Context: an optimization exercise on an open-source flow, tuned for small area and a short achievable clock period. The choices shown serve that exercise and are no tape-out recipe. RTL that was checked went through simulation tests only; none was proved equivalent to the original. Function not checked in run 2: the RTL went through the layout flow alone.

## flow/design.v (module list and top-level ports; edited modules follow where they fit)
// module MrSimSimulation: 1192 lines
// module kmfa: 4 lines
// module kmha: 4 lines
module MrSimSimulation(input clk, input reset,
    input [63:0] io_enq_dat,
    input  io_enq_val,
    output io_enq_rdy,
    output[63:0] io_deq_dat,
    output io_deq_val,
    input  io_deq_rdy
);
  // ...
==> flow/flow/run.sh <==
#!/bin/bash
# Standard synthesis, then the standard layout with the resizer aiming for a setup slack margin,
# small port buffers and a smaller clock tree.
set -euo pipefail
bash standard.sh synth > synth.log 2>&1
bash standard.sh SETUP_SLACK_MARGIN=12.35 BUFFER_PORTS_ARGS='-buffer_cell sky130_fd_sc_hd__buf_1' 'CTS_ARGS=-sink_clustering_enable -repair_clock_nets -dont_use_dummy_load -buf_list sky130_fd_sc_hd__clkbuf_16 -sink_clustering_size 30 -sink_clustering_max_diameter 100 -distance_between_buffers 300 -branching_point_buffers_distance 300' finish > layout.log 2>&1
==> flow/standard.sh <==
#!/bin/bash
# synth_recipe.tcl (not shown) runs the flow's synth.tcl, then flattens the netlist and writes it again
# the make line also repeats each setting of config.mk as NAME=value (left out here)
make -C /OpenROAD-flow-scripts/flow DESIGN_CONFIG=/design/flow/config.mk WORK_HOME=/design/flow/orfs CLKGATE_MAP_FILE= SYNTH_SCRIPT=/design/flow/synth_recipe.tcl "${@:-finish}"
==> flow/config.mk <==
export PLATFORM = sky130hd
export DESIGN_NAME = MrSimSimulation
export DESIGN_NICKNAME = MrSimSimulation
export VERILOG_FILES = /design/flow/design.v
export SDC_FILE = /design/flow/constraint.sdc
export NUM_CORES = 4
export LEC_CHECK = 0
export CAP_MARGIN = 20
export CORE_MARGIN = 2
export CORE_UTILIZATION = 40
export PLACE_DENSITY = 0.6
export SLEW_MARGIN = 20
export SYNTH_HIERARCHICAL = 1
export SYNTH_MINIMUM_KEEP_SIZE = 0
==> flow/constraint.sdc <==
create_clock -name core_clock -period 17.0 [get_ports {clk}]
set_input_delay 3.4000 -clock core_clock [delete_from_list [all_inputs] [get_ports {clk}]]
set_output_delay 3.4000 -clock core_clock [all_outputs]
set_load 0.01 [all_outputs]
==> results.json, run 1 <==
{
  "status": "timing/DRC/antenna clean",
  "wl_met3_um": 961,
  "fin_crit_sh_pct": 27.03,
  "crit_family": "adder cells",
  "design.seq.count": 189,
  "worstHoldPathCells": 0,
  "worstSkewPairLatency_ns": 0.44,
  "postCtsSetupRepairBufs": 0,
  "ys_ff_latch": 189,
  "synth_compound_area_share_pct": 7.513,
  "die-area_sq_um": 39040,
  "antenna_found_initial": 2,
  "nNonClkBuffers": 94,
  "overflow": 0,
  "wl_per_cell_um": 17.90,
  "first_pass_iters": 4,
  "syn-cell-area_sq_um": 14990,
  "whs_ns": 0.3173,
  "synthMuxAreaShare_pct": 4.190,
  "top_area_cell_class": "multi-input gates",
  "synthCells": 1300,
  "worstPathRequired_ns": 17.38,
  "dieWidth_um": 197.6,
  "port_buffers": 86
}
==> run 2: changes to the inputs <==
--- a/flow/design.v
+++ b/flow/design.v
@@ -8,22 +8,28 @@
 );
   reg [8:0] df0, df1, df2, df3, df4, df5;
   reg [15:0] p1, p2;
   reg v1, v2, v3;
   reg [6:0] e0, e1, e2;    
   reg l20, l21, l10;           
   wire [7:0] px = io_enq_dat[55:48];
   wire [7:0] py = io_enq_dat[63:56];
-  wire [8:0] dn0 = {1'b0, io_enq_dat[7:0]} - {1'b0, px};
-  wire [8:0] dn1 = {1'b0, io_enq_dat[15:8]} - {1'b0, py};
-  wire [8:0] dn2 = {1'b0, io_enq_dat[23:16]} - {1'b0, px};
-  wire [8:0] dn3 = {1'b0, io_enq_dat[31:24]} - {1'b0, py};
-  wire [8:0] dn4 = {1'b0, io_enq_dat[39:32]} - {1'b0, px};
-  wire [8:0] dn5 = {1'b0, io_enq_dat[47:40]} - {1'b0, py};
+  wire [8:0] dn0;
+  kmsub usub0 (.a(io_enq_dat[7:0]), .b(px), .d(dn0));
+  wire [8:0] dn1;
+  kmsub usub1 (.a(io_enq_dat[15:8]), .b(py), .d(dn1));
+  wire [8:0] dn2;
+  kmsub usub2 (.a(io_enq_dat[23:16]), .b(px), .d(dn2));
+  wire [8:0] dn3;
+  kmsub usub3 (.a(io_enq_dat[31:24]), .b(py), .d(dn3));
+  wire [8:0] dn4;
+  kmsub usub4 (.a(io_enq_dat[39:32]), .b(px), .d(dn4));
+  wire [8:0] dn5;
+  kmsub usub5 (.a(io_enq_dat[47:40]), .b(py), .d(dn5));
   wire pp1 = df0[0] & df0[1];
   wire pp2 = df0[0] & df0[2];
   wire pp3 = df0[0] & df0[3];
   wire pp4 = df0[0] & df0[4];
   wire pp5 = df0[0] & df0[5];
   wire pp6 = df0[0] & df0[6];
   wire pp7 = df0[0] & df0[7];
   wire pp8 = df0[1] & df0[2];
@@ -1189,12 +1195,15 @@
   assign io_enq_rdy = 1'b1;
   assign io_deq_val = f[0];
   assign io_deq_dat = {32'd0, q0[17:2], 6'd0, q0[1:0], 8'hff};
 endmodule
 module kmfa(input a, input b, input c, output s, output co);
   assign s = a ^ b ^ c;
   assign co = (a & b) | (a & c) | (b & c);
 endmodule
+module kmsub(input [7:0] a, input [7:0] b, output [8:0] d);
+  assign d = {1'b0, a} - {1'b0, b};
+endmodule
 module kmha(input a, input b, output s, output co);
   assign s = a ^ b;
   assign co = a & b;
 endmodule
==> flow/flow/run.sh (replaced) <==
#!/bin/bash
# Standard synthesis, then the standard layout with the resizer aiming for a setup slack margin,
# small port buffers and a smaller clock tree.
set -euo pipefail
bash standard.sh synth > synth.log 2>&1
bash standard.sh SETUP_SLACK_MARGIN=12.35 BUFFER_PORTS_ARGS='-buffer_cell sky130_fd_sc_hd__buf_1' 'CTS_ARGS=-sink_clustering_enable -repair_clock_nets -dont_use_dummy_load -buf_list sky130_fd_sc_hd__clkbuf_16 -sink_clustering_size 30 -sink_clustering_max_diameter 100' finish > layout.log 2>&1
==> run 2 against run 1 <==
  * Highest routed layer unchanged
  * Clock skew fell by 0.0061 ns
  * Clock-buffer cell count did not move
  * Register-to-register slack got worse by 0.12 ns
  * Cell area rose by 0.61%
==> results.json, run 2 <==
{
  "cts_buffers": 17,
  "drt-initial-drc-count": 615,
  "r2r-end": "e2[6]$_DFF_P_",
  "min_period_ns": 4.606,
  "overflow": 0,
  "cts_root_buf": "clkbuf_16",
  "cts_tree": "yes",
  "grt_use_total_pct": 18.45,
  "ff_latch_area_sq_um": 4526,
  "htreeDepth": 4,
  "hpwl_um": 28280,
  "reg2reg_depth": 12,
  "worstSetupEndpoint": "e2[6]$_DFF_P_",
  "r2r-start": "df5[5]$_DFF_P_",
  "io_pins": 134,
  "critPathLaunch": "df5[5]$_DFF_P_",
  "nNetsFinal": 1865,
  "yosys_warnings": 7,
  "hp-class": "reg2reg",
  "slew-limit-headroom_pct": 28.81,
  "end_kind": "register",
  "port_buffers": 86,
  "synthTopCellsByCount": "fa_1, and2_1, ha_1",
  "multi_input_area_sq_um": 10330,
  "synth_top_area_share_pct": 22.67,
  "ys_types": 61,
  "dieWidth_um": 200.0,
  "die-area_sq_um": 40010,
  "drv_slew": 0,
  "whs_ns": 0.3265,
  "setup_tns_ns": 0,
  "ys_seq_area_share_pct": 29.31,
  "critical_path.cell_chain": "fa_1, fa_1, fa_1, fa_1, fa_1, ha_1, a21o_1, a221o_1, a31o_1, ha_1, nor2_1, xnor2_1",
  "worstPathRequired_ns": 17.28,
  "synthCells": 1376,
  "start_kind": "register",
  "status": "timing/DRC/antenna clean",
  "async_flop_share_pct": 0,
  "syn-cell-area_sq_um": 15370,
  "worst_pin_slew_ns": 1.068,
  "drv_cap": 0,
  "clkSinkCount": 189,
  "most-common-layout-cells": "fa_1, and2_1, ha_1, dfxtp_1, inv_1",
  "avgSynthCellArea_sq_um": 11.17,
  "antenna_left": 0,
  "antenna_found_initial": 4,
  "fill_cells": 3562,
  "max_stage_delay_ns": 0.56,
  "core-area_sq_um": 37760,
  "cts_max_path_buffers": 2,
  "grt_max_degree": 20,
  "synthMostInstantiatedCell": "fa_1",
  "clkSlewWorstSetupHoldPaths_ns": 0.08,
  "arrival_ns": 4.88,
  "postRouteWirelength_um": 35270,
  "first_pass_iters": 5,
  "synth_edf_count": 72,
  "rsz0062_at_grt": "true",
  "globalplace.congestion": 0.8267,
  "initial_core_util_pct": 40.71,
  "synthFlopType": "dfxtp_1",
  "drive_above_1_share_pct": 7.395,
  "die_y_um": 200.0,
  "synth_area_leaders": "fa_1, dfxtp_1, edfxtp_1, ha_1, and2_1",
  "crit_top_cell": "fa_1",
  "max_freq_ghz": 0.2171,
  "r2r_slack_ns": 12.39,
  "setup_viol": 0,
  "worstSetupPathType": "reg2reg",
  "layout_commonest_cell": "fa_1",
  "grt_pass1_wl_um": 56170,
  "viasPerCell": 5.105,
  "hold_violations": 0,
  "remaining_drc_errors": 0,
  "first_global_vias": 10360,
  "vias": 10150,
  "ys_ff_latch": 189,
  "wl_per_cell_um": 17.73,
  "path_max_fanout": 9,
  "crit_family": "adder cells",
  "path_depth": 12,
  "slowest_stage": "dfxtp_1",
  "finalClockSkew_ns": 0.02593,
  "yosysTopAreaCell": "fa_1",
  "worstSkewPairLatency_ns": 0.43,
  "syn_to_final_growth_pct": 8.084,
  "fin_crit_sh_pct": 27.10,
  "crit_buf_inv": 0,
  "row_count": 71
}
[run 2: cell count changes after synthesis, sizes merged, moves of 7 or more]
cell and change:
nand3 +22, o21ai -20, inv +14, a211oi +12, nand4 +12, xnor2 -12
a21oi +10, nor2 +9, buf +7, nand2b +7
[run 2: how the worst min path moves through the flow]
stage                         from             end  slack, ns  cells after the start
finish              p1[14]$_DFF_P_  p2[14]$_DFF_P_       0.33                      0
global route        p1[14]$_DFF_P_  p2[14]$_DFF_P_       0.33                      0
CTS                  p1[5]$_DFF_P_   p2[5]$_DFF_P_       0.33                      0
detailed placement   p1[5]$_DFF_P_   p2[5]$_DFF_P_       0.31                      0
global placement     p1[0]$_DFF_P_   p2[0]$_DFF_P_       0.31                      0
floorplan            p1[0]$_DFF_P_   p2[0]$_DFF_P_       0.31                      0
[run 2: worst register-to-register path, stage by stage (launching register included)]
cell	delay, ns
dfxtp_1	0.56
fa_1	0.51
fa_1	0.47
fa_1	0.39
fa_1	0.53
fa_1	0.42
ha_1	0.32
a21o_1	0.17
a221o_1	0.36
a31o_1	0.23
ha_1	0.17
nor2_1	0.12
xnor2_1	0.22
[run 2: metrics by stage]
step                      utilization [%]  setup slack [ns]  cells  cell area (sq um)
after CTS                           43.91             12.37   1985              16580
after detailed placement            42.78             11.76   1968              16150
after global routing                43.99             12.26   1988              16610
final                               44.00             12.39   1989              16610
after floorplan                         -             12.34   1427              15600
after global placement              42.78             11.82   1968              16150
[run 2: layer usage]
layer  track usage, %  vias to the layer above  wire length, um  part of all wire (%)
met5                0                        -                0                     0
met4            6.529                        0              909                   2.6
met3            2.251                       35             1278                   3.6
met2            30.25                      210            16830                    48
met1            25.28                     5082            16250                    46
li1                 -                     4827                -                     -
[run 2: cell type report]
cell class	instances	area share, %
Multi-Input combinational cell	1089	62.18
Sequential cell	189	27.24
Tap cell	511	3.849
Clock buffer	17	2.561
Inverter	91	2.056
Timing Repair Buffer	88	2.049
Antenna cell	4	0.06026
[run 2: modules after synthesis, one instance, submodules excluded]
module	cells inside	cell area [sq um]	times used
kmha	1	12.51	51
kmfa	1	20.02	168
kmsub	53	367.9	6
MrSimSimulation	839	9160	1
[run 2: cells by family (layout without fill, tap and decap cells)]
group | Yosys count | in the layout | share of synthesized area, %
simple gates | 411 | 411 | 15.23
fa+ha+maj | 338 | 338 | 35.77
flops | 189 | 189 | 29.31
compound gates | 182 | 182 | 7.905
buf+inv | 149 | 196 | 4.860
mux | 55 | 55 | 4.022
xor+xnor | 50 | 50 | 2.849
other cells | 2 | 57 | 0.04887
[run 2: timing repair]
| item | CTS | global route |
|---|---|---|
| resized for setup | 3 | 16 |
| pin swaps | 0 | 0 |
| hold buffers | 0 | 0 |
| hold endpoints to repair | 0 | 0 |
| setup buffers | 0 | 0 |
| endpoints found under the setup margin | 19 | 15 |

==> afterwards: timing with drivers on the ports <==
Ports are ideal in the flow. The routed layouts listed here were re-timed in OpenROAD.
Step 1: set_driving_cell puts a clkbuf_16 on clk and a buf_2 on each other input, an assumption about the parent block.
Step 2 adds t to the input delays and takes it off the output delays; t is the mean of the earliest and latest rising clock arrival at the registers after step 1. Input paths then give back, and output paths get back, about the clock's delay inside the block.
Slacks: no drivers / after step 1 / after step 2; pairs: no drivers / after step 1.
| run | shift t [ns] | slack for setup (ns) | hold WS [ns] |
|---|---|---|---|
| run 1 | 0.472 | 12.404 / 12.427 / 11.955 | 0.317 / 0.317 / 0.317 |
| run 2 | 0.471 | 12.394 / 12.394 / 11.964 | 0.326 / 0.326 / 0.326 |
After both steps every run listed still meets setup and hold. The setup slack of run 1, which loses most, moves by +0.023 ns with the drivers and by -0.449 ns with both steps.
